From an optimization exercise on the open Yosys and OpenROAD flow, aimed at small area; shortcuts taken in it are not production practice.
Only simulation tests tie the RTL to the original design; equivalence was not proved.
Power is estimated from default activity; no workload was simulated.

===== flow/flow/run.sh =====
#!/bin/bash
set -uo pipefail
W=$PWD
rm -rf "$W/scripts_area"
cp -r "$FLOW_HOME/scripts" "$W/scripts_area"
cp "$W/flow/abc_area.script" "$W/scripts_area/abc_area.script"
export SCRIPTS_DIR="$W/scripts_area"
export ADDER_MAP_FILE=
bash "$W/standard.sh" finish > "$W/standard_flow.log" 2>&1
status=$?
tail -40 "$W/standard_flow.log"
exit $status

===== flow/flow/abc_area.script =====
strash
&get -n
&fraig -x
&put
scorr
dc2
strash
&get -n
&deepsyn -T 60
&put
dc2
strash
dch -f
map -a
mfs2
strash
dch -f
map -a
topo
dnsize -c

===== flow/standard.sh =====
#!/bin/bash
# synth_recipe.tcl (not shown) runs the flow's synth.tcl, then flattens the netlist and writes it again
# the make line also repeats each setting of config.mk as NAME=value (left out here)
make -C /OpenROAD-flow-scripts/flow DESIGN_CONFIG=/design/flow/config.mk WORK_HOME=/design/flow/orfs CLKGATE_MAP_FILE= SYNTH_SCRIPT=/design/flow/synth_recipe.tcl "${@:-finish}"

===== flow/config.mk =====
export PLATFORM = sky130hd
export DESIGN_NAME = top
export DESIGN_NICKNAME = top
export VERILOG_FILES = /design/flow/design.v
export SDC_FILE = /design/flow/constraint.sdc
export NUM_CORES = 4
export LEC_CHECK = 0
export ABC_AREA = 1
export CAP_MARGIN = 20
export CORE_MARGIN = 2
export CORE_UTILIZATION = 55
export CTS_CLUSTER_DIAMETER = 80
export CTS_CLUSTER_SIZE = 30
export PLACE_DENSITY = 0.7
export SLEW_MARGIN = 20

===== flow/constraint.sdc =====
create_clock -name core_clock -period 12.0 [get_ports {clk}]
set_input_delay 2.4000 -clock core_clock [delete_from_list [all_inputs] [get_ports {clk}]]
set_output_delay 2.4000 -clock core_clock [all_outputs]
set_load 0.01 [all_outputs]

===== flow/design.v =====
`timescale 1ns / 1ps
module Debouncer(rst, clk, button, press);
    input rst, clk, button;
    output reg press;
    reg state;
    reg in, in_0;
    reg [11:0] cnt;
    wire hit = &cnt;
    always @(posedge clk) begin
        in_0 <= button;
        in <= in_0;
        press <= !hit && !state && in;
        if (state) state <= !hit && !rst;
        else state <= !hit && in;
        if (hit || !state) cnt <= 12'h215;
        else cnt <= {cnt[10:0], cnt[11] ^ cnt[10]};
    end
endmodule
`timescale 1ns / 1ps
module top(rst, clk, start, btnU, btnR, btnD, btnL, seg, an, led, hsync, vsync, red, green, blue);
    input rst, start, clk, btnU, btnR, btnD, btnL;
    output reg [7:0] seg;
    output [3:0] an;
    output reg [7:0] led;
    output wire hsync;
    output wire vsync;
    output reg [2:0] red;
    output reg [2:0] green;
    output reg [1:0] blue;
    function automatic ule(input [10:0] a, input [10:0] b);
        integer n;
        reg r;
        begin
            r = 1'b1;
            for (n = 0; n < 11; n = n + 1) r = (~a[n] & b[n]) | ((~a[n] | b[n]) & r);
            ule = r;
        end
    endfunction
    function automatic ult(input [10:0] a, input [10:0] b);
        integer n;
        reg r;
        begin
            r = 1'b0;
            for (n = 0; n < 11; n = n + 1) r = (~a[n] & b[n]) | ((~a[n] | b[n]) & r);
            ult = r;
        end
    endfunction
    function automatic slt(input [10:0] a, input [10:0] b);
        slt = ult({~a[10], a[9:0]}, {~b[10], b[9:0]});
    endfunction
    reg rst1, rst2, start1, start2;
    always @(posedge clk) begin
        rst1 <= rst;
        rst2 <= rst1;
        start1 <= start;
        start2 <= start1;
    end
    wire RST = rst1 ^ rst2;
    wire NEW_START = start1 ^ start2;
    reg [9:0] hx, vy;
    reg [5:0] c50;
    reg [3:0] c12;
    reg clk_1;
    wire w100 = hx == 10'd979 || hx == 10'd55 || hx == 10'd155 || hx == 10'd255 ||
                hx == 10'd355 || hx == 10'd455 || hx == 10'd555 || hx == 10'd655;
    wire w50 = w100 && (c50 == 6'd49);
    always @(posedge clk) begin
        if (RST) begin
            c50 <= 0;
            c12 <= 0;
            clk_1 <= 0;
        end else begin
            if (w100) c50 <= (c50 == 6'd49) ? 6'd0 : c50 + 6'd1;
            if (w50) c12 <= (c12 == 4'd11) ? 4'd0 : c12 + 4'd1;
            clk_1 <= w50 && (c12 == 4'd11);
        end
    end
    wire fast_tick = !RST && w100 && !c50[0];
    wire blink_clk = c12[0];
    wire pU, pD, pL, pR;
    Debouncer DEBOUNCEU(.rst(RST), .clk(clk), .button(btnU), .press(pU));
    Debouncer DEBOUNCED(.rst(RST), .clk(clk), .button(btnD), .press(pD));
    Debouncer DEBOUNCER(.rst(RST), .clk(clk), .button(btnR), .press(pR));
    Debouncer DEBOUNCEL(.rst(RST), .clk(clk), .button(btnL), .press(pL));
    reg game_state, START;
    reg [1:0] blue_st;           
    wire display_blue = (blue_st == 2'd3);
    reg go3;                     
    reg game_over1;              
    wire game_over = game_over1 | go3;
    reg [10:0] posX, posY, pig_growth;
    reg [7:0] score;
    reg [3:0] sc1, sc2;          
    reg new_round, veg_consumed;
    wire is_fifth_round = (score != 0) &&
        (score[7] ? (sc1 == 4'd2 || sc1 == 4'd7) : (sc1 == 4'd0 || sc1 == 4'd5));
    reg [3:0] count_s;
    always @(posedge clk) begin
        if (RST || new_round) begin
            count_s <= 4'd15;
            game_over1 <= 0;
        end else if (game_state && clk_1) begin
            if (count_s == 0) game_over1 <= 1;
            else count_s <= count_s - 4'd1;
        end
    end
    wire ge10 = (count_s >= 4'd10);
    wire [3:0] s1 = {3'b000, ge10};
    wire [3:0] s0 = ge10 ? count_s - 4'd10 : count_s;
    reg up2, down2, left2, right2;
    reg ld_v, ld_vert, ld_neg;   
    reg [9:0] em;                
    reg em_neg;                  
    wire [10:0] em11 = {1'b0, em};
    wire [10:0] k = 11'd50 + em11;
    wire [10:0] e100 = 11'd100 + em11;
    wire [10:0] g = 11'd50 + pig_growth;
    wire [10:0] vXs = {1'b0, posX[9:0]} + {1'b0, pig_growth[9:0]};
    wire [10:0] vYs = {1'b0, posY[9:0]} + {1'b0, pig_growth[9:0]};
    wire [9:0] pigXe = vXs[9:0] + 10'd50;
    wire [9:0] pigYe = vYs[9:0] + 10'd50;
    wire [11:0] uX = {1'b0, vXs} + {1'b0, e100};    
    wire [11:0] uY = {1'b0, vYs} + {1'b0, e100};
    wire [11:0] mX = {2'b00, posX[9:0]} - {1'b0, k};   
    wire [11:0] mY = {2'b00, posY[9:0]} - {1'b0, k};
    wire [10:0] pYm = {mY[10] ^ posY[10], mY[9:0]};
    wire [10:0] pXm = {mX[10] ^ posX[10], mX[9:0]};
    wire [10:0] pYep = {uY[10] ^ posY[10] ^ pig_growth[10], uY[9:0]};
    wire [10:0] pXep = {uX[10] ^ posX[10] ^ pig_growth[10], uX[9:0]};
    wire [10:0] pYp = posY + k;
    wire [10:0] pXp = posX + k;
    wire uv = !slt(pYm, 11'd5);
    wire dv = !slt(11'd479, pYep);
    wire rv = !slt(11'd639, pXep);
    wire lv = !slt(pXm, 11'd5);
    wire s_up = up2 & uv;
    wire s_dn = ~s_up & down2 & dv;
    wire s_rt = ~s_up & ~s_dn & right2 & rv;
    wire s_lf = ~s_up & ~s_dn & ~s_rt & left2 & lv;
    wire vert = s_up | s_dn;
    wire any_move = vert | s_rt | s_lf;
    wire [10:0] candM = s_up ? pYm : s_dn ? pYp : s_rt ? pXp : pXm;
    wire [10:0] cX = vert ? posX : candM;
    wire [10:0] cY = vert ? candM : posY;
    reg [9:0] sX, sY, vX, vY;
    wire [10:0] sXlo = {1'b0, sX} - g;
    wire [10:0] sYlo = {1'b0, sY} - g;
    wire [10:0] sXhi = {1'b0, sX} + 11'd60;
    wire [10:0] sYhi = {1'b0, sY} + 11'd60;
    wire [10:0] vXlo = {1'b0, vX} - g;
    wire [10:0] vYlo = {1'b0, vY} - g;
    wire [10:0] vXhi = {1'b0, vX} + 11'd60;
    wire [10:0] vYhi = {1'b0, vY} + 11'd60;
    wire hit_snack = slt(sYlo, cY) && slt(cY, sYhi) && slt(sXlo, cX) && slt(cX, sXhi);
    wire hit_veg = slt(vYlo, cY) && slt(cY, vYhi) && slt(vXlo, cX) && slt(cX, vXhi);
    wire eat_veg = ~hit_snack & hit_veg & is_fifth_round & ~veg_consumed;
    wire negdir = s_up | s_lf;
    wire [10:0] adjM = (negdir & hit_snack) ? -11'd8 : (negdir & eat_veg) ? 11'd32 : 11'd0;
    wire [10:0] adjP = hit_snack ? -11'd4 : eat_veg ? 11'd16 : 11'd0;
    wire [10:0] emp = em_neg ? -em11 : em11;
    wire [10:0] newM = candM + adjM;
    wire [10:0] newP = (vert ? posX : posY) + emp + adjP;
    wire turn = ld_v && (ld_vert ? (pL || pR) : (pU || pD));
    always @(posedge clk) begin
        if (RST) begin
            ld_v <= 0;
            up2 <= 0;
            down2 <= 0;
            left2 <= 0;
            right2 <= 0;
        end else begin
            up2 <= pU;
            down2 <= pD;
            left2 <= pL;
            right2 <= pR;
            if (right2 && rv) begin
                ld_v <= 1; ld_vert <= 0; ld_neg <= 1;
            end else if (left2 && lv) begin
                ld_v <= 1; ld_vert <= 0; ld_neg <= 0;
            end else if (down2 && dv) begin
                ld_v <= 1; ld_vert <= 1; ld_neg <= 1;
            end else if (up2 && uv) begin
                ld_v <= 1; ld_vert <= 1; ld_neg <= 0;
            end
        end
        em <= turn ? pig_growth[10:1] : 10'd0;
        em_neg <= ld_neg;
    end
    always @(posedge clk) begin
        if (RST) begin
            posY <= 250;
            posX <= 300;
            pig_growth <= 0;
            new_round <= 0;
            score <= 0;
            sc1 <= 0;
            sc2 <= 0;
            veg_consumed <= 0;
        end else if (!game_over && game_state) begin
            if (any_move) begin
                if (hit_snack) begin
                    new_round <= 1;
                    veg_consumed <= 0;
                    score <= score + 8'd1;
                    if (sc2 == 4'd12 && sc1 == 4'd7) begin
                        sc2 <= 0;
                        sc1 <= 0;
                    end else if (sc1 == 4'd9) begin
                        sc2 <= sc2 + 4'd1;
                        sc1 <= 0;
                    end else begin
                        sc1 <= sc1 + 4'd1;
                    end
                    pig_growth <= pig_growth + 11'd8;
                end else if (eat_veg) begin
                    veg_consumed <= 1;
                    pig_growth <= pig_growth - 11'd32;
                end
                posX <= vert ? newP : newM;
                posY <= vert ? newM : newP;
            end else begin
                new_round <= 0;
            end
        end
    end
    wire [9:0] pigX = posX[9:0];
    wire [9:0] pigY = posY[9:0];
    wire [9:0] pg10 = pig_growth[9:0];
    wire [10:0] P60 = {1'b0, pg10} + 11'd60;
    function automatic [3:0] place(input [9:0] x, input [9:0] y, input [9:0] cx, input [9:0] cy,
                                    input [10:0] p60);
        reg rel, up_ok, dn_ok, lf_ok, rt_ok;
        reg [11:0] ex, ey;
        begin
            ex = {2'b00, x} - {1'b0, p60};
            ey = {2'b00, y} - {1'b0, p60};
            rel = !ex[11] && ule(ex[10:0], {1'b0, cx}) && ule({1'b0, cx}, {1'b0, x} + 11'd50) &&
                  !ey[11] && ule(ey[10:0], {1'b0, cy}) && ule({1'b0, cy}, {1'b0, y} + 11'd50);
            up_ok = (cy < 10'd50) || (cy > 10'd55);
            dn_ok = cy < 10'd369;
            lf_ok = (cx < 10'd50) || (cx > 10'd55);
            rt_ok = cx < 10'd529;
            place = {rel && !up_ok && !dn_ok && lf_ok, rel && !up_ok && !dn_ok && !lf_ok && rt_ok,
                     rel && up_ok, rel && !up_ok && dn_ok};
        end
    endfunction
    reg [9:0] scX, scY, vcX, vcY;
    wire [3:0] s_mv = place(sX, sY, scX, scY, P60);
    wire [3:0] v_mv = place(pigX, pigY, vcX, vcY, P60);
    wire place_now = START || new_round;
    function automatic [9:0] step(input [9:0] c, input pl, input minus, input plus, input wrap);
        step = (!pl && wrap) ? 10'd5 :
               c + (!pl ? 10'd1 : minus ? 10'd974 : plus ? 10'd50 : 10'd0);
    endfunction
    wire [9:0] scX_n = step(scX, place_now, s_mv[3], s_mv[2], scX == 10'd579);
    wire [9:0] scY_n = step(scY, place_now, s_mv[1], s_mv[0], scY == 10'd419);
    wire [9:0] vcX_n = step(vcX, place_now, v_mv[3], v_mv[2], vcX == 10'd579);
    wire [9:0] vcY_n = step(vcY, place_now, v_mv[1], v_mv[0], vcY == 10'd419);
    always @(posedge clk) begin
        if (RST) begin
            sX <= 0;
            sY <= 0;
            scX <= 5;
            scY <= 5;
            vX <= 0;
            vY <= 0;
            vcX <= 300;
            vcY <= 300;
        end else begin
            scX <= scX_n;
            scY <= scY_n;
            vcX <= vcX_n;
            vcY <= vcY_n;
            if (place_now) begin
                sX <= scX_n;
                sY <= scY_n;
                vX <= vcX_n;
                vY <= vcY_n;
            end
        end
    end
    reg [31:0] trailX, trailY;
    reg [3:0] tempX, tempY;
    reg first_move;
    reg [2:0] np;
    wire t_ok = (up2 && !mY[11] && mY[10:0] >= 11'd5) || (down2 && uY <= 12'd479) ||
                (right2 && uX <= 12'd639) || (left2 && !mX[11] && mX[10:0] >= 11'd5);
    wire t_move = !game_over && game_state && t_ok;
    wire np_wrap = (np == 3'd7) || (score[7:2] == 6'd0 && np == {score[1:0], 1'b0});
    wire [3:0] wX = first_move ? tempX : 4'd6;
    wire [3:0] wY = first_move ? tempY : 4'd5;
    integer i;
    always @(posedge clk) begin
        if (RST) begin
            trailX <= 32'hffffffff;
            trailY <= 32'hffffffff;
            np <= 0;
            tempX <= 0;
            tempY <= 0;
            first_move <= 0;
        end else if (t_move) begin
            if (!first_move) begin
                first_move <= 1;
                if (left2) begin
                    tempX <= 4'd5; tempY <= 4'd5;
                end else if (right2) begin
                    tempX <= 4'd7; tempY <= 4'd5;
                end else if (up2) begin
                    tempX <= 4'd6; tempY <= 4'd4;
                end else if (down2) begin
                    tempX <= 4'd6; tempY <= 4'd6;
                end
            end else if (up2) tempY <= tempY - 4'd1;
            else if (down2) tempY <= tempY + 4'd1;
            else if (right2) tempX <= tempX + 4'd1;
            else if (left2) tempX <= tempX - 4'd1;
            for (i = 0; i < 8; i = i + 1)
                if (np == i) begin
                    trailX[4*i +: 4] <= wX;
                    trailY[4*i +: 4] <= wY;
                end
            np <= np_wrap ? 3'd0 : np + 3'd1;
        end
    end
    reg [15:0] ovX, ovY;
    integer t;
    always @(*) begin
        for (t = 0; t < 16; t = t + 1) begin
            ovX[t] = ({2'b00, pigX} > 12'd50 * t && {2'b00, pigX} < 12'd50 * t + 12'd50) ||
                     ({2'b00, pigXe} > 12'd50 * t && {2'b00, pigXe} < 12'd50 * t + 12'd50) ||
                     ({2'b00, pigX} <= 12'd50 * t && {2'b00, pigXe} >= 12'd50 * t + 12'd50);
            ovY[t] = ({2'b00, pigY} > 12'd50 * t && {2'b00, pigY} < 12'd50 * t + 12'd50) ||
                     ({2'b00, pigYe} > 12'd50 * t && {2'b00, pigYe} < 12'd50 * t + 12'd50) ||
                     ({2'b00, pigY} <= 12'd50 * t && {2'b00, pigYe} >= 12'd50 * t + 12'd50);
        end
    end
    reg hit_trail;
    always @(*) begin
        hit_trail = 0;
        for (i = 0; i < 8; i = i + 1)
            hit_trail = hit_trail | (ovX[trailX[4*i +: 4]] & ovY[trailY[4*i +: 4]]);
    end
    always @(posedge clk) begin
        if (!RST) led <= game_over ? 8'd0 : score;
        if (RST) begin
            game_state <= 0;
            START <= 0;
            go3 <= 0;
            blue_st <= 0;
        end else begin
            if (clk_1) begin
                if (blue_st == 2'd2) blue_st <= 2'd3;
                else if (game_over && game_state && blue_st != 2'd3) blue_st <= blue_st + 2'd1;
            end
            if (game_state) begin
                START <= 0;
                go3 <= hit_trail;
            end else if (NEW_START) begin
                game_state <= 1;
                START <= 1;
            end
        end
    end
    reg [1:0] digit;
    always @(posedge clk) begin
        if (RST) digit <= 0;
        else if (fast_tick) digit <= digit + 2'd1;
    end
    assign an = ~(4'b0001 << digit);
    wire [3:0] dval = game_over ? (digit[0] ? sc2 : sc1) : (digit[0] ? s1 : s0);
    reg [7:0] dseg;
    always @(*) begin
        case (dval)
            4'd0: dseg = ~8'b00111111;
            4'd1: dseg = ~8'b00000110;
            4'd2: dseg = ~8'b01011011;
            4'd3: dseg = ~8'b01001111;
            4'd4: dseg = ~8'b01100110;
            4'd5: dseg = ~8'b01101101;
            4'd6: dseg = ~8'b01111101;
            4'd7: dseg = ~8'b00000111;
            4'd8: dseg = ~8'b01111111;
            4'd9: dseg = ~8'b01100111;
            default: dseg = 8'hff;
        endcase
        if (RST || (game_over && blink_clk) || digit[1]) seg = 8'hff;
        else seg = dseg;
    end
    always @(posedge clk) begin
        if (RST) begin
            hx <= 10'd880;
            vy <= 10'd993;
        end else if (hx != 10'd655) begin
            hx <= hx + 10'd1;
        end else begin
            hx <= 10'd880;
            vy <= (vy != 10'd489) ? vy + 10'd1 : 10'd993;
        end
    end
    assign hsync = !(hx >= 10'd880 && hx <= 10'd975);
    assign vsync = !(vy == 10'd993 || vy == 10'd994);
    wire hA = hx < 10'd656;      
    wire vA = vy < 10'd490;      
    function automatic h_ge(input [9:0] h, input a, input [9:0] x);
        h_ge = (x < 10'd880) ? (a & ule({1'b0, x}, {1'b0, h})) : (a | ule({1'b0, x}, {1'b0, h}));
    endfunction
    function automatic h_le(input [9:0] h, input a, input [9:0] x);
        h_le = (x < 10'd880) ? (!a | ule({1'b0, h}, {1'b0, x})) : (!a & ule({1'b0, h}, {1'b0, x}));
    endfunction
    function automatic v_ge(input [9:0] v, input a, input [9:0] y);
        v_ge = (y < 10'd993) ? (a & ule({1'b0, y}, {1'b0, v})) : (a | ule({1'b0, y}, {1'b0, v}));
    endfunction
    function automatic v_le(input [9:0] v, input a, input [9:0] y);
        v_le = (y < 10'd993) ? (!a | ule({1'b0, v}, {1'b0, y})) : (!a & ule({1'b0, v}, {1'b0, y}));
    endfunction
    wire [9:0] dsx = hx - sX;
    wire [9:0] dsy = vy - sY;
    wire [9:0] dvx = hx - vX;
    wire [9:0] dvy = vy - vY;
    wire in_snack = dsx <= 10'd60 && !(sX >= 10'd820 && sX <= 10'd879) &&
                    dsy <= 10'd60 && !(sY >= 10'd933 && sY <= 10'd992);
    wire in_veg = dvx <= 10'd60 && !(vX >= 10'd820 && vX <= 10'd879) &&
                  dvy <= 10'd60 && !(vY >= 10'd933 && vY <= 10'd992);
    wire in_pig = h_ge(hx, hA, pigX) && h_le(hx, hA, pigXe) && v_ge(vy, vA, pigY) && v_le(vy, vA, pigYe);
    reg [15:0] colm, rowm;
    always @(*) begin
        for (t = 0; t < 16; t = t + 1) begin
            colm[t] = (t < 14) && ({1'b0, hx} >= 11'd50 * t) && ({1'b0, hx} <= 11'd50 * t + 11'd50);
            rowm[t] = (t < 10) && ({1'b0, vy} >= 11'd50 * t) && ({1'b0, vy} <= 11'd50 * t + 11'd50);
        end
    end
    reg show_trail;
    always @(*) begin
        show_trail = 0;
        for (i = 0; i < 8; i = i + 1)
            show_trail = show_trail | (colm[trailX[4*i +: 4]] & rowm[trailY[4*i +: 4]]);
    end
    reg dPig, dSnack, dVeg, dFart;
    always @(posedge clk) begin
        dPig <= in_pig;
        dSnack <= in_snack;
        dVeg <= is_fifth_round && !veg_consumed && in_veg;
        dFart <= show_trail;
    end
    wire eyes = ((hx >= 10'd205 && hx <= 10'd255) || (hx >= 10'd389 && hx <= 10'd439)) && vy >= 10'd125 && vy <= 10'd175;
    wire lips = hx >= 10'd55 && hx <= 10'd589 && vy >= 10'd225 && vy <= 10'd275;
    wire frown = ((hx >= 10'd55 && hx <= 10'd105) || (hx >= 10'd539 && hx <= 10'd589)) && vy >= 10'd275 && vy <= 10'd325;
    always @(*) begin
        if (vy < 10'd480 && hx < 10'd640) begin
            if (game_over && game_state && display_blue) begin
                if (eyes || lips || frown) begin
                    red = 3'b111; green = 3'b111; blue = 2'b11;
                end else begin
                    red = 3'b000; green = 3'b000; blue = 2'b11;
                end
            end else if (dPig) begin
                red = 3'b111; green = 3'b000; blue = 2'b11;
            end else if (game_state && dSnack) begin
                red = 3'b000; green = 3'b000; blue = 2'b11;
            end else if (game_state && dVeg) begin
                red = 3'b000; green = 3'b111; blue = 2'b00;
            end else if (game_state && dFart) begin
                red = 3'b111; green = 3'b100; blue = 2'b00;
            end else begin
                red = 3'b111; green = 3'b111; blue = 2'b11;
            end
        end else begin
            red = 0; green = 0; blue = 0;
        end
    end
endmodule

==> results.toml, run 1 <==
[critical_path]
arrival_ns = 11.47
timing.critical_path.slowest_cell_delay_ns = 0.59
crit_path_frequent_cell = "sky130_fd_sc_hd__nor2_1"
crit_slowest_cell = "sky130_fd_sc_hd__nor2_1"
start_kind = "flop"
worstPathRequired_ns = 12.54
worstSetupEndpointType = "flop"
path_max_fanout = 23
type_of_the_worst_setup_path = "reg -> reg"

[final_layout]
most-common-layout-cells = "sky130_fd_sc_hd__nor2_1, sky130_fd_sc_hd__clkinv_1, sky130_fd_sc_hd__nand2_1"
fin_nets = 4907
sequential_cell_area_sq_um = 6970
filler_cell_count = 5011
layout.cells.most_common = "sky130_fd_sc_hd__nor2_1"
multiInputGateArea_sq_um = 18500
area_growth_syn_to_layout_pct = 10.2
antenna_cells_inserted = 0
post_route_cells_drive_above_1_share_pct = 2.97
non_filler_cells_in_the_finished_layout = 5602
finalCoreUtilization_pct = 61.1

[floorplan]
boundaryPins = 37
starting_density_of_the_core_pct = 55.4
floorplan.die.width_um = 231
fp.dieH_um = 231
rows = 83
die-area_sq_um = 53400
floorplan.core_area_sq_um = 51200

[detailed_routing]
detailedRoute.firstIterationViolations = 5787
drt_drc_violations_left = 0
antenna_left = 0
number_of_vias_per_cell = 6.48
drt_wl_total_um = 126000
drt_pre_antenna_iters = 7
avgRoutedWirePerCell_um = 22.5
dr_total_vias = 36300

[timing]
timing.max_slew.rel_slack_pct = 19.3
setup-violations-final = 0
fin_setup_tns_ns = 0
tightestPinTransition_ns = 1.21
finalHoldViolCount = 0
timing.final.max_slew_violations = 0
period_minus_slack_ns = 10.93
setup_repair_after_global_routing_missed_its_margin = "false"
fmax_mhz = 91.5
crit_share_post_route_pct = 91.1
final.setup_skew_ns = 0.0487

[synth]
synth_nets = 4790
synth.yosys.seq_area_share_pct = 24.5
yosysWarningCount = 2
synth_seq_cells = 343
postSynthAreaPerCell_sq_um = 5.93
synth_async_sr_flop_share_pct = 0
synth-main-ff-cell = "sky130_fd_sc_hd__dfxtp_1"
synthesis.area_sq_um = 28400
synth_cell_type_count = 55
synthMuxAreaShare_pct = 0
synth_edf_count = 10
synth_simple_gate_area_share_pct = 30.3
compound_gate_fraction_of_synth_area_pct = 29.8
gate_count_post_synth = 4783
synth_fa_ha_area_share_pct = 0.635
largest_family_of_logic_cells_by_synthesized_area = "simple AND/OR/NAND/NOR gates"
post_synth_xor_area_fraction_pct = 4.47

[clock_tree]
post_cts.resized_instances = 0
ctsHtreeMaxLevel = 1
cts_tree = "done"
cts.root.buffer_cell = "sky130_fd_sc_hd__clkbuf_16"
clkTransAtPathRegs_ns = 0.10
numCtsBuffers = 29
ctsHoldBuffers = 0
clock_sink_count = 343
clk_latency_ns = 0.66
post_cts_buffers = 0
cts-root-to-sink-buffers = 3

[global_routing]
grt_first_pass_wirelength_um = 188000
first_global_vias = 31800
grt_util_all_layers_pct = 45.4
grt_antenna_before_repair = 8
grt.overflow.total = 0
maximum_number_of_pins_on_one_net_before_global_route_repair = 62

[place]
replace_congestion = 1.14
port_buffers = 35
place.detailed.instances = 5549
dp_hpwl_um = 96700

[power_and_ir_drop]
vdd_drop_max_mv = 0.207
power_density_nw_per_um2 = 294
leakage_nw = 11.5
report.power.total_w = 0.00921

[run]
maxCapViolCount = 0

[min_path]
hold_path_class = "reg -> reg"

[run_status]
outcome = "no timing/DRC/antenna violations"
==> sequential cells by signal (all words and copies together) (netlist names), 10 cells and up <==
register and count:
vY 10, DEBOUNCED.cnt 12, DEBOUNCEL.cnt 12, DEBOUNCEU.cnt 12, posY 11, vcX 10, vy 10, trailX 32
scY 10, posX 11, vX 10, vcY 10, trailY 32, scX 10, sX 10, hx 10
DEBOUNCER.cnt 12, sY 10
==> per-stage QoR <==
step | setup slack [ns] | hold WS [ns] | cell area [sq um]
6_report | 1.07 | 0.338 | 31300
5_1_grt | 0.0346 | 0.348 | 31300
4_1_cts | 1.56 | 0.340 | 31300
3_5_place_dp | 1.66 | 0.315 | 30000
3_3_place_gp | 1.92 | 0.311 | 30000
2_1_floorplan | 2.05 | 0.310 | 28400
==> final timing paths <==
path	start	end	slack, ns	cells after the start
worst max-delay path	posY[1]$_SDFFE_PP1P_	posX[10]$_SDFFE_PP0P_	1.07	58
worst max register to register	posY[1]$_SDFFE_PP1P_	posX[10]$_SDFFE_PP0P_	1.07	58
worst min register to register	DEBOUNCEU.in_0$_DFF_P_	DEBOUNCEU.in$_DFF_P_	0.34	0
worst min-delay path	DEBOUNCEU.in_0$_DFF_P_	DEBOUNCEU.in$_DFF_P_	0.34	0
==> synthesized netlist by cell type (22+ instances only) <==
library cell	number	area share (%)
sky130_fd_sc_hd__o2111ai_1	22	0.68
sky130_fd_sc_hd__a21oi_1	331	5.8
sky130_fd_sc_hd__o21ai_0	429	7.6
sky130_fd_sc_hd__dfxtp_1	333	23
sky130_fd_sc_hd__nand4_1	36	0.79
sky130_fd_sc_hd__xor2_1	109	3.4
sky130_fd_sc_hd__or2_2	30	0.66
sky130_fd_sc_hd__nor2_1	1035	14
sky130_fd_sc_hd__o22ai_1	138	3.0
sky130_fd_sc_hd__xnor2_1	36	1.1
sky130_fd_sc_hd__o221ai_1	40	1.2
sky130_fd_sc_hd__nor3_1	122	2.2
sky130_fd_sc_hd__clkinv_1	766	10
sky130_fd_sc_hd__a221oi_1	51	1.6
sky130_fd_sc_hd__o311ai_0	24	0.74
sky130_fd_sc_hd__o211ai_1	45	1.2
sky130_fd_sc_hd__nand3_1	153	2.7
sky130_fd_sc_hd__nand2_1	715	9.5
sky130_fd_sc_hd__a31oi_1	67	1.5
sky130_fd_sc_hd__a22oi_1	98	2.6
==> power by group <==
part	internal (W)	total (W)	switching, W
combinational	0.00175	0.00646	0.00471
sequential	0.00130	0.00154	0.000245
clock	0.000537	0.00120	0.000664
==> cell type report <==
| type | instances | area share [%] |
|---|---|---|
| clock inverters | 23 | 1.78 |
| repair buffers | 91 | 2.46 |
| multi-input cells | 3669 | 59.2 |
| well taps | 680 | 2.72 |
| flip-flops and latches | 343 | 22.3 |
| clock buffers | 30 | 2.36 |
| inverters | 766 | 9.19 |
==> per-layer routing <==
metal,track usage (%),up-vias,part of all wire (%)
met1,61.2,16100,39
met4,26.1,12,7.2
met2,62.0,2762,38
met5,0,-,0.062
li1,-,16800,-
met3,16.3,609,16
==> cells by family after synthesis <==
kind of cell / Yosys count
xor+xnor: 145
flops: 343
buf+inv: 771
compound gates: 1378
other cells: 1
simple gates: 2127
fa+ha+maj: 18
==> worst max-delay path, delay by kind of cell, from the launching register on <==
kind	cells	cell delay [ns]
simple gates	29	4.62
xor+xnor	5	0.81
compound gates	16	2.95
buf+inv	8	1.85
flops	1	0.54
==> inputs of run 2 (changes only) <==
--- a/flow/config.mk
+++ b/flow/config.mk
@@ -7,9 +7,9 @@
 export LEC_CHECK = 0
 export ABC_AREA = 1
-export CAP_MARGIN = 20
+export CAP_MARGIN = 10
 export CORE_MARGIN = 2
-export CORE_UTILIZATION = 55
+export CORE_UTILIZATION = 62
 export CTS_CLUSTER_DIAMETER = 80
 export CTS_CLUSTER_SIZE = 30
-export PLACE_DENSITY = 0.7
-export SLEW_MARGIN = 20
+export PLACE_DENSITY = 0.75
+export SLEW_MARGIN = 10
==> run 2 against run 1 <==
Net effect: still clean; clock skew increased by 0.0054 ns; sequential share of layout area is 0.24 points higher; synthesized area did not move; largest cell class unchanged; largest power group unchanged.
==> results.toml, run 2 <==
[synth]
postSynthAreaPerCell_sq_um = 5.93
synthTopCellsByCount = "sky130_fd_sc_hd__nor2_1, sky130_fd_sc_hd__clkinv_1, sky130_fd_sc_hd__nand2_1, sky130_fd_sc_hd__o21ai_0, sky130_fd_sc_hd__dfxtp_1"
synth_nets = 4790
synth_top_cell_by_area = "sky130_fd_sc_hd__dfxtp_1"
synth.yosys.seq_area_share_pct = 24.5
ys_top_cells_by_area = "sky130_fd_sc_hd__dfxtp_1, sky130_fd_sc_hd__nor2_1, sky130_fd_sc_hd__clkinv_1, sky130_fd_sc_hd__nand2_1, sky130_fd_sc_hd__o21ai_0"
synth_async_sr_flop_share_pct = 0
yosys.cell_count.top_type = "sky130_fd_sc_hd__nor2_1"
synth_edf_count = 10
yosysWarningCount = 2
synth_seq_cells = 343
synth-main-ff-cell = "sky130_fd_sc_hd__dfxtp_1"
synthesis.area_sq_um = 28400
netlist.area_leader.share_pct = 23.5
gate_count_post_synth = 4783
synth_cell_type_count = 55

[critical_path]
worstSetupEndpointType = "flop"
worstReg2RegStart = "posY[1]$_SDFFE_PP1P_"
reg2reg_to = "posY[10]$_SDFFE_PP0P_"
start_kind = "flop"
r2r_cells = 57
worst-r2r-setup-slack_ns = 1.31
worstPathRequired_ns = 12.53
crit_slowest_cell = "sky130_fd_sc_hd__o311ai_0"
path_max_fanout = 19
timing.critical_path.slowest_cell_delay_ns = 0.69
arrival_ns = 11.22
type_of_the_worst_setup_path = "reg -> reg"

[clock_tree]
numCtsBuffers = 27
ctsHtreeMaxLevel = 1
cts-root-to-sink-buffers = 3
clk_latency_ns = 0.67
cts.root.buffer_cell = "sky130_fd_sc_hd__clkbuf_16"
post_cts_buffers = 0
post_cts.resized_instances = 0
clock_sink_count = 343
ctsHoldBuffers = 0
cts_tree = "done"
clkTransAtPathRegs_ns = 0.10

[final_layout]
filler_cell_count = 4111
most-common-layout-cells = "sky130_fd_sc_hd__nor2_1, sky130_fd_sc_hd__clkinv_1, sky130_fd_sc_hd__nand2_1"
post_route_cells_drive_above_1_share_pct = 2.75
area_growth_syn_to_layout_pct = 9.05
layout.cells.most_common = "sky130_fd_sc_hd__nor2_1"
layout_top_registers = "trailX (32), trailY (32)"
finalCoreUtilization_pct = 68.3
non_filler_cells_in_the_finished_layout = 5516
fin_nets = 4899

[power_and_ir_drop]
vdd_drop_max_mv = 0.347
seq_power_share_pct = 17.0
power.switching_w = 0.00556
power_density_nw_per_um2 = 294
total_internal_power_w = 0.00353
p_sw_share_pct = 61.2
combPwrFrac_pct = 70.9
leakage_nw = 11.4
report.power.total_w = 0.00909
clock_share_of_power_pct = 12.1

[min_path]
hold_path_class = "reg -> reg"
min_path_cells = 0
hold_path_end = "DEBOUNCEL.in$_DFF_P_"
holdCritStartpoint = "DEBOUNCEL.in_0$_DFF_P_"

[floorplan]
boundaryPins = 37
rows = 78
die-area_sq_um = 47500
starting_density_of_the_core_pct = 62.7
floorplan.core_area_sq_um = 45300
fp.dieH_um = 218
floorplan.die.width_um = 218

[place]
dp_hpwl_um = 96600
replace_congestion = 1.17
place.detailed.instances = 5462
port_buffers = 35

[timing]
crit_share_post_route_pct = 89.1
fin_setup_tns_ns = 0
setup-violations-final = 0
timing.final.max_slew_violations = 0
period_minus_slack_ns = 10.69
tightestPinTransition_ns = 1.45
timing.max_slew.rel_slack_pct = 2.72
finalHoldViolCount = 0
final.setup_skew_ns = 0.0541
fmax_mhz = 93.5
setup_repair_after_global_routing_missed_its_margin = "false"

[detailed_routing]
drt_drc_violations_left = 0
drt_wl_total_um = 128000
avgRoutedWirePerCell_um = 23.2
antenna_left = 0
dr_total_vias = 37600
detailedRoute.firstIterationViolations = 6708
number_of_vias_per_cell = 6.82
drt_pre_antenna_iters = 12

[global_routing]
grt.overflow.total = 0
grt_first_pass_wirelength_um = 191000
maximum_number_of_pins_on_one_net_before_global_route_repair = 61
grt_util_all_layers_pct = 51.7
first_global_vias = 33300
grt_antenna_before_repair = 2

[run_status]
outcome = "no timing/DRC/antenna violations"

[run]
maxCapViolCount = 0
-- run 2: cell counts after synthesis --
Identical to the previous run, type by type.
-- run 2: critical path: cells and delay by family (launching register included) --
kind,cells,cell delay (ns)
AO/OA/AOI/OAI,17,3.01
flip-flops,1,0.49
XOR/XNOR,5,0.76
buffers and inverters,6,1.47
AND/OR/NAND/NOR,29,4.86
-- run 2: final cells by class --
cell class	count	area [sq um]	share of cell area (%)
repair buffers	85	723	2.34
well taps	600	751	2.43
flip-flops and latches	343	6970	22.5
clock buffers	30	697	2.25
multi-input cells	3669	18500	59.8
clock inverters	20	412	1.33
inverters	766	2880	9.29
diodes	3	7.51	0.0243
-- run 2: stage by stage --
stage / cell area (sq um) / setup WS (ns) / hold slack [ns]
after floorplan: 28400 / 2.05 / 0.310
after global placement: 29800 / 1.94 / 0.310
after detailed placement: 29800 / 1.66 / 0.312
after CTS: 30900 / 1.60 / 0.338
after global routing: 30900 / 0.236 / 0.352
final: 31000 / 1.31 / 0.336
-- run 2: power by group through the flow --
stage          combinational (W)  sequential [W]  clock (W)
6_report                 0.00644         0.00155    0.00110
2_1_floorplan            0.00400         0.00147          0
3_3_place_gp             0.00597         0.00154          0
5_1_grt                  0.00675         0.00155    0.00112
4_1_cts                  0.00598         0.00152    0.00109
3_5_place_dp             0.00594         0.00154          0
-- run 2: logic make-up (layout without fill, tap and decap cells) --
logic type | Yosys count | after routing | synth area share (%)
adder cells (fa/ha/maj) | 18 | 18 | 0.635
flip-flops | 343 | 343 | 24.5
AO/OA/AOI/OAI | 1378 | 1378 | 29.8
other | 1 | 4 | 0.0132
XOR/XNOR | 145 | 145 | 4.47
buffers and inverters | 771 | 901 | 10.3
AND/OR/NAND/NOR | 2127 | 2127 | 30.3
-- run 2: worst max path at each step --
| stage | startpoint | endpoint | depth (start not counted) |
|---|---|---|---|
| detailed placement | posY[1]$_SDFFE_PP1P_ | posX[10]$_SDFFE_PP0P_ | 57 |
| finish | posY[1]$_SDFFE_PP1P_ | posY[10]$_SDFFE_PP0P_ | 57 |
| floorplan | pig_growth[4]$_SDFFE_PP0P_ | posY[10]$_SDFFE_PP0P_ | 61 |
| global route | posY[1]$_SDFFE_PP1P_ | posY[10]$_SDFFE_PP0P_ | 57 |
| global placement | posY[1]$_SDFFE_PP1P_ | posY[10]$_SDFFE_PP0P_ | 57 |
| CTS | posY[1]$_SDFFE_PP1P_ | posY[10]$_SDFFE_PP0P_ | 57 |
-- run 2: routing by layer --
layer / global-route usage (%) / wire length (um) / share of wire, % / vias to the layer above
met5: 0 / 0 / 0 / -
met4: 28.9 / 9800 / 7.6 / 0
met3: 21.0 / 23400 / 18 / 831
met2: 72.6 / 48800 / 38 / 3443
met1: 66.8 / 46200 / 36 / 16600
li1: - / - / - / 16700
==> inputs of run 3 (changes only) <==
--- a/flow/flow/run.sh
+++ b/flow/flow/run.sh
@@ -7,4 +7,5 @@
 export SCRIPTS_DIR="$W/scripts_area"
 export ADDER_MAP_FILE=
+export BUFFER_PORTS_ARGS="-buffer_cell sky130_fd_sc_hd__buf_1"
 bash "$W/standard.sh" finish > "$W/standard_flow.log" 2>&1
 status=$?
--- a/flow/config.mk
+++ b/flow/config.mk
@@ -9,7 +9,7 @@
 export CAP_MARGIN = 10
 export CORE_MARGIN = 2
-export CORE_UTILIZATION = 62
+export CORE_UTILIZATION = 55
 export CTS_CLUSTER_DIAMETER = 80
 export CTS_CLUSTER_SIZE = 30
-export PLACE_DENSITY = 0.75
+export PLACE_DENSITY = 0.7
 export SLEW_MARGIN = 10
==> run 3 against run 2 <==
Net effect: clock power up 5%; sequential power about the same; first-iteration DRC count fell by 13%; maximum frequency is 0.66% lower; largest cell class unchanged; final cell count up 1.5%; largest power group unchanged; synthesized area unchanged; synthesized cell count unchanged; register-to-register slack got worse by 0.07 ns.
==> results.toml, run 3 <==
[run_status]
outcome = "no timing/DRC/antenna violations"

[final_layout]
non_filler_cells_in_the_finished_layout = 5597
antenna_cells_inserted = 0
post_route_cells_drive_above_1_share_pct = 2.83
filler_cell_count = 5144
fin_nets = 4902
layout.cells.most_common = "sky130_fd_sc_hd__nor2_1"
area_growth_syn_to_layout_pct = 9.12
multiInputGateArea_sq_um = 18500
most-common-layout-cells = "sky130_fd_sc_hd__nor2_1, sky130_fd_sc_hd__clkinv_1, sky130_fd_sc_hd__nand2_1"
sequential_cell_area_sq_um = 6970
layout_top_registers = "trailX (32), trailY (32)"

[synth]
postSynthAreaPerCell_sq_um = 5.93
synth_cell_type_count = 55
synth-main-ff-cell = "sky130_fd_sc_hd__dfxtp_1"
yosysWarningCount = 2
synth.yosys.seq_area_share_pct = 24.5
synth_seq_cells = 343
synth_async_sr_flop_share_pct = 0
synth_top_cell_by_area = "sky130_fd_sc_hd__dfxtp_1"
synth_edf_count = 10
synthTopCellsByCount = "sky130_fd_sc_hd__nor2_1, sky130_fd_sc_hd__clkinv_1, sky130_fd_sc_hd__nand2_1, sky130_fd_sc_hd__o21ai_0, sky130_fd_sc_hd__dfxtp_1"
netlist.area_leader.share_pct = 23.5
gate_count_post_synth = 4783
synth_nets = 4790
yosys.cell_count.top_type = "sky130_fd_sc_hd__nor2_1"
synthesis.area_sq_um = 28400
ys_top_cells_by_area = "sky130_fd_sc_hd__dfxtp_1, sky130_fd_sc_hd__nor2_1, sky130_fd_sc_hd__clkinv_1, sky130_fd_sc_hd__nand2_1, sky130_fd_sc_hd__o21ai_0"

[timing]
final.setup_skew_ns = 0.0397
fmax_mhz = 92.9
tightestPinTransition_ns = 1.34
timing.final.max_slew_violations = 0
period_minus_slack_ns = 10.76
setup-violations-final = 0
finalHoldViolCount = 0
crit_share_post_route_pct = 89.7
setup_repair_after_global_routing_missed_its_margin = "false"
fin_setup_tns_ns = 0
whs_ns = 0.337
timing.max_slew.rel_slack_pct = 9.79

[global_routing]
grt.overflow.total = 0
maximum_number_of_pins_on_one_net_before_global_route_repair = 51
first_global_vias = 32300
grt_antenna_before_repair = 4
grt_util_all_layers_pct = 45.3
grt_first_pass_wirelength_um = 189000

[place]
port_buffers = 35
place.detailed.instances = 5545
dp_hpwl_um = 96100
replace_congestion = 1.14

[critical_path]
worstReg2RegStart = "posY[1]$_SDFFE_PP1P_"
r2r_cells = 58
start_kind = "flop"
reg2reg_to = "posX[10]$_SDFFE_PP0P_"
worstPathRequired_ns = 12.53
worst-r2r-setup-slack_ns = 1.24
type_of_the_worst_setup_path = "reg -> reg"
crit_slowest_cell = "sky130_fd_sc_hd__o311ai_0"
path_max_fanout = 23
timing.critical_path.slowest_cell_delay_ns = 0.62
crit_path_frequent_cell = "sky130_fd_sc_hd__nor2_1"
worstSetupEndpointType = "flop"
arrival_ns = 11.30

[detailed_routing]
wl_met3_um = 19800
detailedRoute.firstIterationViolations = 5837
dr.max_layer_used = "met5"
avgRoutedWirePerCell_um = 22.3
met2_length_um = 47300
number_of_vias_per_cell = 6.45
drt_pre_antenna_iters = 8
detail_route.wirelength.met1_um = 49200
dr_total_vias = 36100
drt_wl_total_um = 125000
antenna_left = 0
drt_drc_violations_left = 0

[floorplan]
starting_density_of_the_core_pct = 55.4
floorplan.die.width_um = 231
rows = 83
fp.dieH_um = 231
boundaryPins = 37
floorplan.core_area_sq_um = 51200
die-area_sq_um = 53400

[clock_tree]
numCtsBuffers = 28
clock_sink_count = 343
ctsHoldBuffers = 0
clk_latency_ns = 0.66
ctsHtreeMaxLevel = 1
clkTransAtPathRegs_ns = 0.10
cts.root.buffer_cell = "sky130_fd_sc_hd__clkbuf_16"
post_cts_buffers = 0
cts_tree = "done"
cts-root-to-sink-buffers = 3
post_cts.resized_instances = 0

[min_path]
min_path_cells = 0
holdCritStartpoint = "DEBOUNCEL.in_0$_DFF_P_"
hold_path_class = "reg -> reg"
hold_path_end = "DEBOUNCEL.in$_DFF_P_"

[power_and_ir_drop]
leakage_nw = 11.4
report.power.total_w = 0.00896
power_density_nw_per_um2 = 289
vdd_drop_max_mv = 0.249

[run]
maxCapViolCount = 0
## run 3: worst max path at each step
stage / startpoint / end / cells past startpoint
floorplan: pig_growth[4]$_SDFFE_PP0P_ / posY[10]$_SDFFE_PP0P_ / 61
global placement: posY[2]$_SDFFE_PP0P_ / posX[10]$_SDFFE_PP0P_ / 58
detailed placement: posY[2]$_SDFFE_PP0P_ / posY[10]$_SDFFE_PP0P_ / 58
CTS: posY[2]$_SDFFE_PP0P_ / posX[10]$_SDFFE_PP0P_ / 58
finish: posY[1]$_SDFFE_PP1P_ / posX[10]$_SDFFE_PP0P_ / 58
global route: posY[2]$_SDFFE_PP0P_ / posX[10]$_SDFFE_PP0P_ / 58
## run 3: per-layer routing
metal | track usage (%) | vias up
met2 | 62.6 | 2620
met3 | 15.4 | 548
li1 | - | 16700
met5 | 0 | -
met1 | 61.7 | 16200
met4 | 24.1 | 6
## run 3: layout make-up
type,instances,area share [%]
clock buffers,31,2.36
inverters,766,9.28
well taps,680,2.75
repair buffers,87,1.68
flip-flops and latches,343,22.5
clock inverters,21,1.64
multi-input cells,3669,59.8
## run 3: worst max-delay path, delay by kind of cell (launching register included)
kind                   cells  cell delay (ns)
AO/OA/AOI/OAI             16             2.78
XOR/XNOR                   5             0.81
buffers and inverters      8             1.82
flip-flops                 1             0.50
AND/OR/NAND/NOR           29             4.71
## run 3: cell families after synthesis
logic type,after synthesis,share of synthesized area [%]
buffers and inverters,771,10.3
AOI/OAI and AO/OA,1378,29.8
xor gates and xnor gates,145,4.47
other,1,0.0132
adders and majority gates,18,0.635
DFF,343,24.5
and+or+nand+nor,2127,30.3
## run 3: where the power goes
group	leakage (nW)	switching, W	internal (W)	total, W
registers	2.83	0.000258	0.00130	0.00155
clock network	0.564	0.000638	0.000520	0.00116
logic	8.01	0.00454	0.00171	0.00625
total	11.4	0.00543	0.00353	0.00896
## run 3: through the flow
step                      setup slack [ns]  utilization [%]  instance area [sq um]
final                                 1.24             60.5                  31000
after floorplan                       2.05                -                  28400
after global routing                0.0814             60.5                  31000
after CTS                             1.56             60.5                  31000
after detailed placement              1.68             58.1                  29700
after global placement                2.04             58.1                  29700
==> inputs of run 4 (changes only) <==
--- a/flow/flow/run.sh
+++ b/flow/flow/run.sh
@@ -8,4 +8,7 @@
 export ADDER_MAP_FILE=
 export BUFFER_PORTS_ARGS="-buffer_cell sky130_fd_sc_hd__buf_1"
+CTS_SIZE=$(sed -n 's/^export CTS_CLUSTER_SIZE = //p' "$W/config.mk")
+CTS_DIAM=$(sed -n 's/^export CTS_CLUSTER_DIAMETER = //p' "$W/config.mk")
+export CTS_ARGS="-sink_clustering_enable -repair_clock_nets -dont_use_dummy_load -sink_clustering_size ${CTS_SIZE:-30} -sink_clustering_max_diameter ${CTS_DIAM:-80}"
 bash "$W/standard.sh" finish > "$W/standard_flow.log" 2>&1
 status=$?
==> run 4 against run 3 <==
Net effect: still clean on timing, DRC and antenna; synthesized cell count unchanged; worst setup slack got worse by 0.070 ns; combinational power about the same; via count about the same.
==> results.toml, run 4 <==
[final_layout]
finish.instance_area_sq_um = 30400
fin_nets = 4902
finalCoreUtilization_pct = 59.5
layout.cells.most_common = "sky130_fd_sc_hd__nor2_1"
layout_top_registers = "trailX (32), trailY (32)"
most-common-layout-cells = "sky130_fd_sc_hd__nor2_1, sky130_fd_sc_hd__clkinv_1, sky130_fd_sc_hd__nand2_1"
non_filler_cells_in_the_finished_layout = 5576
post_route_cells_drive_above_1_share_pct = 2.37
area_growth_syn_to_layout_pct = 7.25

[detailed_routing]
drt_wl_total_um = 124000
number_of_vias_per_cell = 6.47
dr_total_vias = 36100
drt_pre_antenna_iters = 12
avgRoutedWirePerCell_um = 22.3
detailedRoute.firstIterationViolations = 5790
antenna_left = 0
drt_drc_violations_left = 0

[synth]
synthesis.area_sq_um = 28400
synth.yosys.seq_area_share_pct = 24.5
postSynthAreaPerCell_sq_um = 5.93
synth-main-ff-cell = "sky130_fd_sc_hd__dfxtp_1"
synth_async_sr_flop_share_pct = 0
netlist.area_leader.share_pct = 23.5
yosysWarningCount = 2
gate_count_post_synth = 4783
synth_nets = 4790
ys_top_cells_by_area = "sky130_fd_sc_hd__dfxtp_1, sky130_fd_sc_hd__nor2_1, sky130_fd_sc_hd__clkinv_1, sky130_fd_sc_hd__nand2_1, sky130_fd_sc_hd__o21ai_0"
yosys.cell_count.top_type = "sky130_fd_sc_hd__nor2_1"
synthTopCellsByCount = "sky130_fd_sc_hd__nor2_1, sky130_fd_sc_hd__clkinv_1, sky130_fd_sc_hd__nand2_1, sky130_fd_sc_hd__o21ai_0, sky130_fd_sc_hd__dfxtp_1"
synth_seq_cells = 343
synth_edf_count = 10
synth_top_cell_by_area = "sky130_fd_sc_hd__dfxtp_1"
synth_cell_type_count = 55

[timing]
fin_setup_tns_ns = 0
final.setup_skew_ns = 0.0927
period_minus_slack_ns = 10.83
crit_share_post_route_pct = 90.3
tightestPinTransition_ns = 1.34
setup_repair_after_global_routing_missed_its_margin = "false"
finalHoldViolCount = 0
timing.max_slew.rel_slack_pct = 9.58
setup-violations-final = 0
post_route_setup_slack_ns = 1.17
timing.final.max_slew_violations = 0
fmax_mhz = 92.3

[floorplan]
rows = 83
die-area_sq_um = 53400
floorplan.core_area_sq_um = 51200
floorplan.die.width_um = 231
fp.dieH_um = 231
boundaryPins = 37
starting_density_of_the_core_pct = 55.4

[clock_tree]
ctsHoldBuffers = 0
post_cts_buffers = 0
cts_tree = "done"
clkTransAtPathRegs_ns = 0.10
clock_sink_count = 343
ctsHtreeMaxLevel = 1
cts.root.buffer_cell = "sky130_fd_sc_hd__clkbuf_16"
clk_latency_ns = 0.66
cts-root-to-sink-buffers = 3
post_cts.resized_instances = 0
numCtsBuffers = 28

[critical_path]
worstPathRequired_ns = 12.46
arrival_ns = 11.30
path_max_fanout = 23
worstSetupEndpointType = "flop"
crit_path_frequent_cell = "sky130_fd_sc_hd__nor2_1"
timing.critical_path.slowest_cell_delay_ns = 0.64
type_of_the_worst_setup_path = "reg -> reg"
crit_slowest_cell = "sky130_fd_sc_hd__o311ai_0"
start_kind = "flop"

[power_and_ir_drop]
vdd_drop_max_mv = 0.251
power_density_nw_per_um2 = 284
leakage_nw = 11.2

[run_status]
outcome = "no timing/DRC/antenna violations"

[place]
port_buffers = 35
replace_congestion = 1.14
place_area_sq_um = 29700
preCtsSetupSlack_ns = 1.68
place.detailed.instances = 5545
dp_hpwl_um = 96100

[global_routing]
grt.overflow.total = 0
grt_first_pass_wirelength_um = 188000
grt_util_all_layers_pct = 45.2
grt_antenna_before_repair = 6
first_global_vias = 32300
maximum_number_of_pins_on_one_net_before_global_route_repair = 51

[min_path]
hold_path_class = "reg -> reg"

[run]
maxCapViolCount = 0
==> run 4: changes by cell type in the layout (fill, tap and decap cells not counted), sizes merged <==
cell	previous run	this run
clkbuf	31	28
diode	0	3
clkinv	782	765
inv	5	1
==> run 4: where the power goes <==
group	internal, W	switching, W	total (W)
Sequential	0.00130	0.000260	0.00156
Combinational	0.00171	0.00454	0.00625
Clock	0.000407	0.000441	0.000848
Total	0.00342	0.00524	0.00865
==> run 4: routing by layer <==
| metal | GRT usage, % | vias to the layer above | wire (um) |
|---|---|---|---|
| met1 | 61.5 | 16200 | 48800 |
| met4 | 23.4 | 8 | 7990 |
| li1 | - | 16700 | - |
| met3 | 15.4 | 542 | 19900 |
| met5 | 0 | - | 53 |
| met2 | 62.5 | 2659 | 47400 |
==> run 4: critical path: cells and delay by family (launching register included) <==
family | cells | cell delay [ns]
AND/OR/NAND/NOR | 29 | 4.71
AO/OA/AOI/OAI | 16 | 2.63
flip-flops | 1 | 0.60
buffers and inverters | 8 | 1.82
XOR/XNOR | 5 | 0.89
==> run 4: kinds of logic (layout without fill, tap and decap cells) <==
group	Yosys count	count (layout)	synth area share, %
simple gates	2127	2127	30.3
compound gates	1378	1378	29.8
buf+inv	771	881	10.3
flops	343	343	24.5
xor+xnor	145	145	4.47
fa+ha+maj	18	18	0.635
other cells	1	4	0.0132
==> run 4: path summary, 6_finish.rpt <==
path,start,to,slack [ns],cells after the start
max,posY[2]$_SDFFE_PP0P_,posX[10]$_SDFFE_PP0P_,1.17,58
min,DEBOUNCEL.in_0$_DFF_P_,DEBOUNCEL.in$_DFF_P_,0.34,0
max reg2reg,posY[2]$_SDFFE_PP0P_,posX[10]$_SDFFE_PP0P_,1.17,58
min reg2reg,DEBOUNCEL.in_0$_DFF_P_,DEBOUNCEL.in$_DFF_P_,0.34,0
==> run 4: area by class of cell <==
class,instances,area [sq um]
diodes,3,7.51
clock buffers,28,701
fillers,5214,20800
inverters,766,2880
multi-input cells,3669,18500
flip-flops and latches,343,6970
well taps,680,851
repair buffers,87,522
==> run 4: metrics by stage <==
stage	hold slack (ns)	total power, W
after floorplan	0.310	0.00547
after global placement	0.311	0.00740
after detailed placement	0.312	0.00738
after CTS	0.336	0.00824
after global routing	0.340	0.00908
final	0.335	0.00865
==> inputs of run 5 (changes only) <==
==> flow/flow/abc_area.script (replaced) <==
strash
&get -n
&fraig -x
&put
scorr
dc2
strash
&get -n
&deepsyn -T 60
&put
dc2
strash
&get -n
&dch -f
&nf -R 30 -p -F 8 -a
&put
mfs2
strash
&get -n
&dch -f
&nf -R 30 -p -F 8 -a
&put
topo
dnsize -c
==> run 5 against run 4 <==
Net effect: still clean on timing, DRC and antenna; die area shrank 2.4%; utilization up 0.63 points; via count is 11% lower; sequential power shrank 5%; final cell count is 17% lower; critical path depth is 18 lower; sequential cell count did not move; combinational power down 53%; register-to-register slack got worse by 0.07 ns; count of clock-buffer cells in the layout is 5 lower; worst hold slack worse by 0.012 ns; critical path type unchanged.
==> results.toml, run 5 <==
[run_status]
outcome = "no timing/DRC/antenna violations"

[clock_tree]
numCtsBuffers = 23
clock_sink_count = 343
ctsHoldBuffers = 0
ctsHtreeMaxLevel = 1
cts.root.buffer_cell = "sky130_fd_sc_hd__clkbuf_16"
clk_latency_ns = 0.60
post_cts_buffers = 0
post_cts.resized_instances = 0
cts_tree = "done"
clkTransAtPathRegs_ns = 0.11
cts-root-to-sink-buffers = 3

[timing]
crit_share_post_route_pct = 90.8
setup-violations-final = 0
tightestPinTransition_ns = 1.41
fmax_mhz = 91.7
fin_setup_tns_ns = 0
timing.max_slew.rel_slack_pct = 6.27
finalHoldViolCount = 0
final.setup_skew_ns = 0.0651
period_minus_slack_ns = 10.90
timing.final.max_slew_violations = 0
setup_repair_after_global_routing_missed_its_margin = "false"

[floorplan]
boundaryPins = 37
rows = 82
die-area_sq_um = 52200
fp.dieH_um = 228
floorplan.die.width_um = 228
floorplan.core_area_sq_um = 50000
starting_density_of_the_core_pct = 55.4

[global_routing]
first_global_vias = 28000
grt_first_pass_wirelength_um = 169000
grt.overflow.total = 0
maximum_number_of_pins_on_one_net_before_global_route_repair = 91
grt_antenna_before_repair = 5
grt_util_all_layers_pct = 41.4

[place]
replace_congestion = 1.02
dp_hpwl_um = 82700
place.detailed.instances = 4616
port_buffers = 35

[final_layout]
post_route_cells_drive_above_1_share_pct = 3.55
layout.cells.most_common = "sky130_fd_sc_hd__nor2_1"
layout_top_registers = "trailX (32), trailY (32)"
sequential_cell_area_sq_um = 6970
non_filler_cells_in_the_finished_layout = 4642
filler_cell_count = 4889
multiInputGateArea_sq_um = 20300
fin_nets = 3976
most-common-layout-cells = "sky130_fd_sc_hd__nor2_1, sky130_fd_sc_hd__nand2_1, sky130_fd_sc_hd__a21oi_1"
area_growth_syn_to_layout_pct = 8.41

[critical_path]
path_max_fanout = 15
worstSetupEndpointType = "flop"
arrival_ns = 11.43
crit_path_frequent_cell = "sky130_fd_sc_hd__maj3_1"
type_of_the_worst_setup_path = "reg -> reg"
worstPathRequired_ns = 12.53
start_kind = "flop"
crit_slowest_cell = "sky130_fd_sc_hd__a221oi_1"
timing.critical_path.slowest_cell_delay_ns = 0.92

[detailed_routing]
avgRoutedWirePerCell_um = 24.5
number_of_vias_per_cell = 6.89
dr_total_vias = 32000
wl_met3_um = 16700
detail_route.wirelength.met1_um = 45800
dr.max_layer_used = "met5"
drt_wl_total_um = 114000
drt_drc_violations_left = 0
met2_length_um = 44600
antenna_left = 0
drt_pre_antenna_iters = 7
detailedRoute.firstIterationViolations = 5111

[power_and_ir_drop]
vdd_drop_max_mv = 0.174
power_density_nw_per_um2 = 172
leakage_nw = 10.2

[synth]
synth_async_sr_flop_share_pct = 0
yosys.cell_count.top_type = "sky130_fd_sc_hd__nor2_1"
synthTopCellsByCount = "sky130_fd_sc_hd__nor2_1, sky130_fd_sc_hd__nand2_1, sky130_fd_sc_hd__a21oi_1, sky130_fd_sc_hd__o21ai_0, sky130_fd_sc_hd__dfxtp_1"
ys_top_cells_by_area = "sky130_fd_sc_hd__dfxtp_1, sky130_fd_sc_hd__xnor2_1, sky130_fd_sc_hd__a21oi_1, sky130_fd_sc_hd__o21ai_0, sky130_fd_sc_hd__nor2_1"
gate_count_post_synth = 3818
netlist.area_leader.share_pct = 24.1
synth_seq_cells = 343
synthesis.area_sq_um = 27700
synth.yosys.seq_area_share_pct = 25.2
synth_cell_type_count = 66
synth_nets = 3825
synth-main-ff-cell = "sky130_fd_sc_hd__dfxtp_1"
synth_top_cell_by_area = "sky130_fd_sc_hd__dfxtp_1"
yosysWarningCount = 2
postSynthAreaPerCell_sq_um = 7.25
synth_edf_count = 10

[min_path]
hold_path_class = "reg -> reg"

[run]
maxCapViolCount = 0
-- run 5: cell count changes after synthesis, moves of 34 or more --
cell	change
sky130_fd_sc_hd__nand2b_1	+103
sky130_fd_sc_hd__a22oi_1	-69
sky130_fd_sc_hd__nor2_1	-615
sky130_fd_sc_hd__and2_0	+58
sky130_fd_sc_hd__maj3_1	+78
sky130_fd_sc_hd__o21ai_0	-88
sky130_fd_sc_hd__clkinv_1	-652
sky130_fd_sc_hd__o22a_1	+34
sky130_fd_sc_hd__nor2b_1	+99
sky130_fd_sc_hd__o22ai_1	-65
sky130_fd_sc_hd__nand2_1	-302
sky130_fd_sc_hd__xnor2_1	+178
-- run 5: cells by family (layout without fill, tap and decap cells) --
logic type,Yosys count,after routing,share of synthesized area (%)
adders and majority gates,96,96,3.47
DFF,343,343,25.2
and+or+nand+nor,1546,1546,26.5
AOI/OAI and AO/OA,1343,1343,30.8
other,1,4,0.0135
muxes,41,41,1.96
xor gates and xnor gates,329,329,10.4
buffers and inverters,119,268,1.68
-- run 5: final timing paths --
path | end | from | slack, ns | depth (start not counted)
min reg2reg | DEBOUNCED.in$_DFF_P_ | DEBOUNCED.in_0$_DFF_P_ | 0.32 | 0
max | posX[10]$_SDFFE_PP0P_ | posY[1]$_SDFFE_PP1P_ | 1.10 | 40
min | DEBOUNCED.in$_DFF_P_ | DEBOUNCED.in_0$_DFF_P_ | 0.32 | 0
max reg2reg | posX[10]$_SDFFE_PP0P_ | posY[1]$_SDFFE_PP1P_ | 1.10 | 40
-- run 5: per-layer routing --
layer | track usage [%] | vias to the layer above
li1 | - | 14700
met1 | 57.7 | 14600
met2 | 58.0 | 2241
met3 | 12.7 | 413
met4 | 18.9 | 10
met5 | 1.10 | -
-- run 5: stage by stage --
stage | setup WS, ns | hold slack (ns) | cell area, sq um | utilization [%] | total power [W]
final | 1.10 | 0.323 | 30000 | 60.1 | 0.00517
after global routing | 0.384 | 0.330 | 30000 | 60.1 | 0.00541
after CTS | 1.28 | 0.327 | 30000 | 60.1 | 0.00503
after detailed placement | 1.28 | 0.315 | 29400 | 58.9 | 0.00429
after global placement | 1.51 | 0.311 | 29400 | 58.9 | 0.00430
after floorplan | 1.05 | 0.310 | 27700 | - | 0.00331
-- run 5: report_power, final --
part           switching, W  total, W  leakage, nW  internal, W
Clock              0.000405  0.000744        0.283     0.000339
Combinational       0.00192   0.00294         7.12      0.00102
Sequential         0.000219   0.00148         2.82      0.00126
Total               0.00254   0.00517         10.2      0.00263
-- run 5: worst max-delay path, delay by kind of cell (launching register included) --
kind	cells	cell delay [ns]
xor+xnor	7	1.17
flops	1	0.70
compound gates	19	5.06
simple gates	5	1.02
mux	1	0.27
buf+inv	2	0.26
fa+ha+maj	6	2.41
-- run 5: final cells by class --
class / count / area share [%]
diodes: 3 / 0.0250
clock buffers: 23 / 1.92
inverters: 114 / 1.43
multi-input cells: 3356 / 67.7
flip-flops and latches: 343 / 23.2
well taps: 672 / 2.80
repair buffers: 131 / 2.88
==> inputs of run 6 (changes only) <==
==> flow/flow/abc_area.script (replaced) <==
strash
&get -n
&fraig -x
&put
scorr
dc2
strash
&get -n
&deepsyn -T 60
&put
dc2
strash
dch -f
map -a
mfs2
strash
dch -f
map -a
topo
dnsize -c
--- a/flow/config.mk
+++ b/flow/config.mk
@@ -9,7 +9,7 @@
 export CAP_MARGIN = 10
 export CORE_MARGIN = 2
-export CORE_UTILIZATION = 55
+export CORE_UTILIZATION = 60
 export CTS_CLUSTER_DIAMETER = 80
 export CTS_CLUSTER_SIZE = 30
-export PLACE_DENSITY = 0.7
+export PLACE_DENSITY = 0.75
 export SLEW_MARGIN = 10
==> run 6 against run 5 <==
Net effect: still clean; die area down 5.9%; register-to-register slack better by 0.16 ns; final area increased by 0.87%; utilization grew 4.8 points; first-iteration DRC count up 19%; critical path depth increased by 18; clock skew up 0.021 ns; sequential cell count did not move; maximum frequency increased by 1.5%; sequential power up 4%; synthesized area is 2.5% higher; non-clock buffer count is 43 lower.
==> results.toml, run 6 <==
[detailed_routing]
drt_wl_total_um = 124000
detailedRoute.firstIterationViolations = 6097
number_of_vias_per_cell = 6.66
avgRoutedWirePerCell_um = 22.6
dr_total_vias = 36600

[floorplan]
starting_density_of_the_core_pct = 60.8
boundaryPins = 37
fp.dieH_um = 221
floorplan.die.width_um = 221

[global_routing]
first_global_vias = 32300
maximum_number_of_pins_on_one_net_before_global_route_repair = 45
grt_antenna_before_repair = 2
grt_util_all_layers_pct = 48.3
grt_first_pass_wirelength_um = 186000
grt.overflow.total = 0

[power_and_ir_drop]
power_density_nw_per_um2 = 290
seq_power_share_pct = 17.5
power.switching_w = 0.00539
leakage_nw = 11.2
p_sw_share_pct = 61.4
combPwrFrac_pct = 73.4

[clock_tree]
ctsHoldBuffers = 0
clock_sink_count = 343
clk_latency_ns = 0.63
cts-root-to-sink-buffers = 3
cts_tree = "done"
numCtsBuffers = 25
ctsHtreeMaxLevel = 1

[timing]
timing.final.max_slew_violations = 0
period_minus_slack_ns = 10.74
fmax_mhz = 93.1
crit_share_post_route_pct = 89.5
final.setup_skew_ns = 0.0857
tightestPinTransition_ns = 1.38
timing.max_slew.rel_slack_pct = 6.93
fin_setup_tns_ns = 0
whs_ns = 0.272
setup-violations-final = 0

[min_path]
holdCritStartpoint = "DEBOUNCEL.in_0$_DFF_P_"
hold_path_class = "reg -> reg"

[final_layout]
layout_top_registers = "trailX (32), trailY (32)"
post_route_cells_drive_above_1_share_pct = 2.35
sequential_cell_area_sq_um = 6970
most-common-layout-cells = "sky130_fd_sc_hd__nor2_1, sky130_fd_sc_hd__clkinv_1, sky130_fd_sc_hd__nand2_1"
multiInputGateArea_sq_um = 18500
layout.cells.most_common = "sky130_fd_sc_hd__nor2_1"
area_growth_syn_to_layout_pct = 6.68
filler_cell_count = 4466
fin_nets = 4900
finish.instance_area_sq_um = 30300

[synth]
synth_cell_type_count = 55
gate_count_post_synth = 4783
synth_top_cell_by_area = "sky130_fd_sc_hd__dfxtp_1"
synth.yosys.seq_area_share_pct = 24.5
yosys.cell_count.top_type = "sky130_fd_sc_hd__nor2_1"
ys_top_cells_by_area = "sky130_fd_sc_hd__dfxtp_1, sky130_fd_sc_hd__nor2_1, sky130_fd_sc_hd__clkinv_1, sky130_fd_sc_hd__nand2_1, sky130_fd_sc_hd__o21ai_0"
synthTopCellsByCount = "sky130_fd_sc_hd__nor2_1, sky130_fd_sc_hd__clkinv_1, sky130_fd_sc_hd__nand2_1, sky130_fd_sc_hd__o21ai_0, sky130_fd_sc_hd__dfxtp_1"
yosysWarningCount = 2
synth_edf_count = 10

[critical_path]
timing.critical_path.slowest_cell_delay_ns = 0.68
arrival_ns = 11.20
cp-startpoint = "posY[4]$_SDFFE_PP1P_"
timing.critical_path.max_delay_family = "simple AND/OR/NAND/NOR gates"
crit_slowest_cell = "sky130_fd_sc_hd__dfxtp_1"
start_kind = "flop"
worstSetupEndpointType = "flop"
type_of_the_worst_setup_path = "reg -> reg"
path_max_fanout = 23

[run]
maxCapViolCount = 0

[run_status]
outcome = "no timing/DRC/antenna violations"

[place]
place_area_sq_um = 29600
-- run 6: cell types whose count changed after synthesis, sizes merged, moves of 50 or more --
cell | before | now
nand2b | 103 | 0
maj3 | 96 | 18
o22ai | 73 | 138
and2 | 58 | 8
xnor2 | 214 | 36
nor2 | 420 | 1035
a22oi | 29 | 98
clkinv | 114 | 766
nand2 | 413 | 715
nor2b | 100 | 1
o21ai | 341 | 429
-- run 6: power groups by stage --
stage / logic [W] / registers (W) / clock network (W)
final: 0.00645 / 0.00154 / 0.000794
after global routing: 0.00676 / 0.00155 / 0.000824
after CTS: 0.00599 / 0.00152 / 0.000786
after detailed placement: 0.00596 / 0.00154 / 0
after global placement: 0.00601 / 0.00153 / 0
after floorplan: 0.00400 / 0.00147 / 0
-- run 6: repair_timing --
item,4_1_cts,5_1_grt
gates resized for setup,0,1
endpoints found under the setup margin,0,1
setup buffers,0,0
endpoints found under the hold margin,0,0
-- run 6: layer usage --
metal  GRT usage [%]  part of all wire, %  vias to the layer above
met2            66.9                   38                     2989
met5               0                0.010                        -
met4            28.7                  7.2                        2
met1            63.4                   37                    16300
li1                -                    -                    16700
met3            18.4                   17                      623
-- run 6: metrics by stage --
| step | instances | power, W | util, % |
|---|---|---|---|
| 3_3_place_gp | 5473 | 0.00754 | 63.5 |
| 2_1_floorplan | 4783 | 0.00547 | - |
| 6_report | 5500 | 0.00878 | 64.9 |
| 4_1_cts | 5498 | 0.00829 | 64.9 |
| 5_1_grt | 5498 | 0.00913 | 64.9 |
| 3_5_place_dp | 5473 | 0.00750 | 63.5 |
-- run 6: worst paths after layout --
check	end	slack, ns	depth (start not counted)
setup / recovery	posX[10]$_SDFFE_PP0P_	1.26	58
hold / removal	DEBOUNCEL.in$_DFF_P_	0.27	0
setup reg to reg	posX[10]$_SDFFE_PP0P_	1.26	58
hold reg to reg	DEBOUNCEL.in$_DFF_P_	0.27	0
-- run 6: final cells by class --
cell class                      instances  share of cell area [%]
Antenna cell                            2                  0.0165
Multi-Input combinational cell       3669                    61.2
Timing Repair Buffer                   88                    1.75
Clock buffer                           25                    2.07
Tap cell                              607                    2.51
Sequential cell                       343                    23.0
Inverter                              766                    9.50
-- run 6: worst register-to-register path, delay by kind of cell, from the launching register on --
| kind | cells | cell delay [ns] |
|---|---|---|
| and+or+nand+nor | 25 | 3.61 |
| buffers and inverters | 10 | 2.15 |
| AOI/OAI and AO/OA | 19 | 3.39 |
| DFF | 1 | 0.68 |
| xor gates and xnor gates | 4 | 0.77 |
-- run 6: cells by family (layout without fill, tap and decap cells) --
group	after synthesis	after routing	synth area share (%)
adders and majority gates	18	18	0.635
other	1	3	0.0132
xor gates and xnor gates	145	145	4.47
DFF	343	343	24.5
and+or+nand+nor	2127	2127	30.3
AOI/OAI and AO/OA	1378	1378	29.8
buffers and inverters	771	879	10.3

Setup slack of run 6, layout unchanged: 1.264 ns with ideal ports, 1.264 ns with driving cells assumed (clock clkbuf_16, inputs buf_2), 1.264 ns with port delays also shifted by the 0.647 ns mid clock arrival.
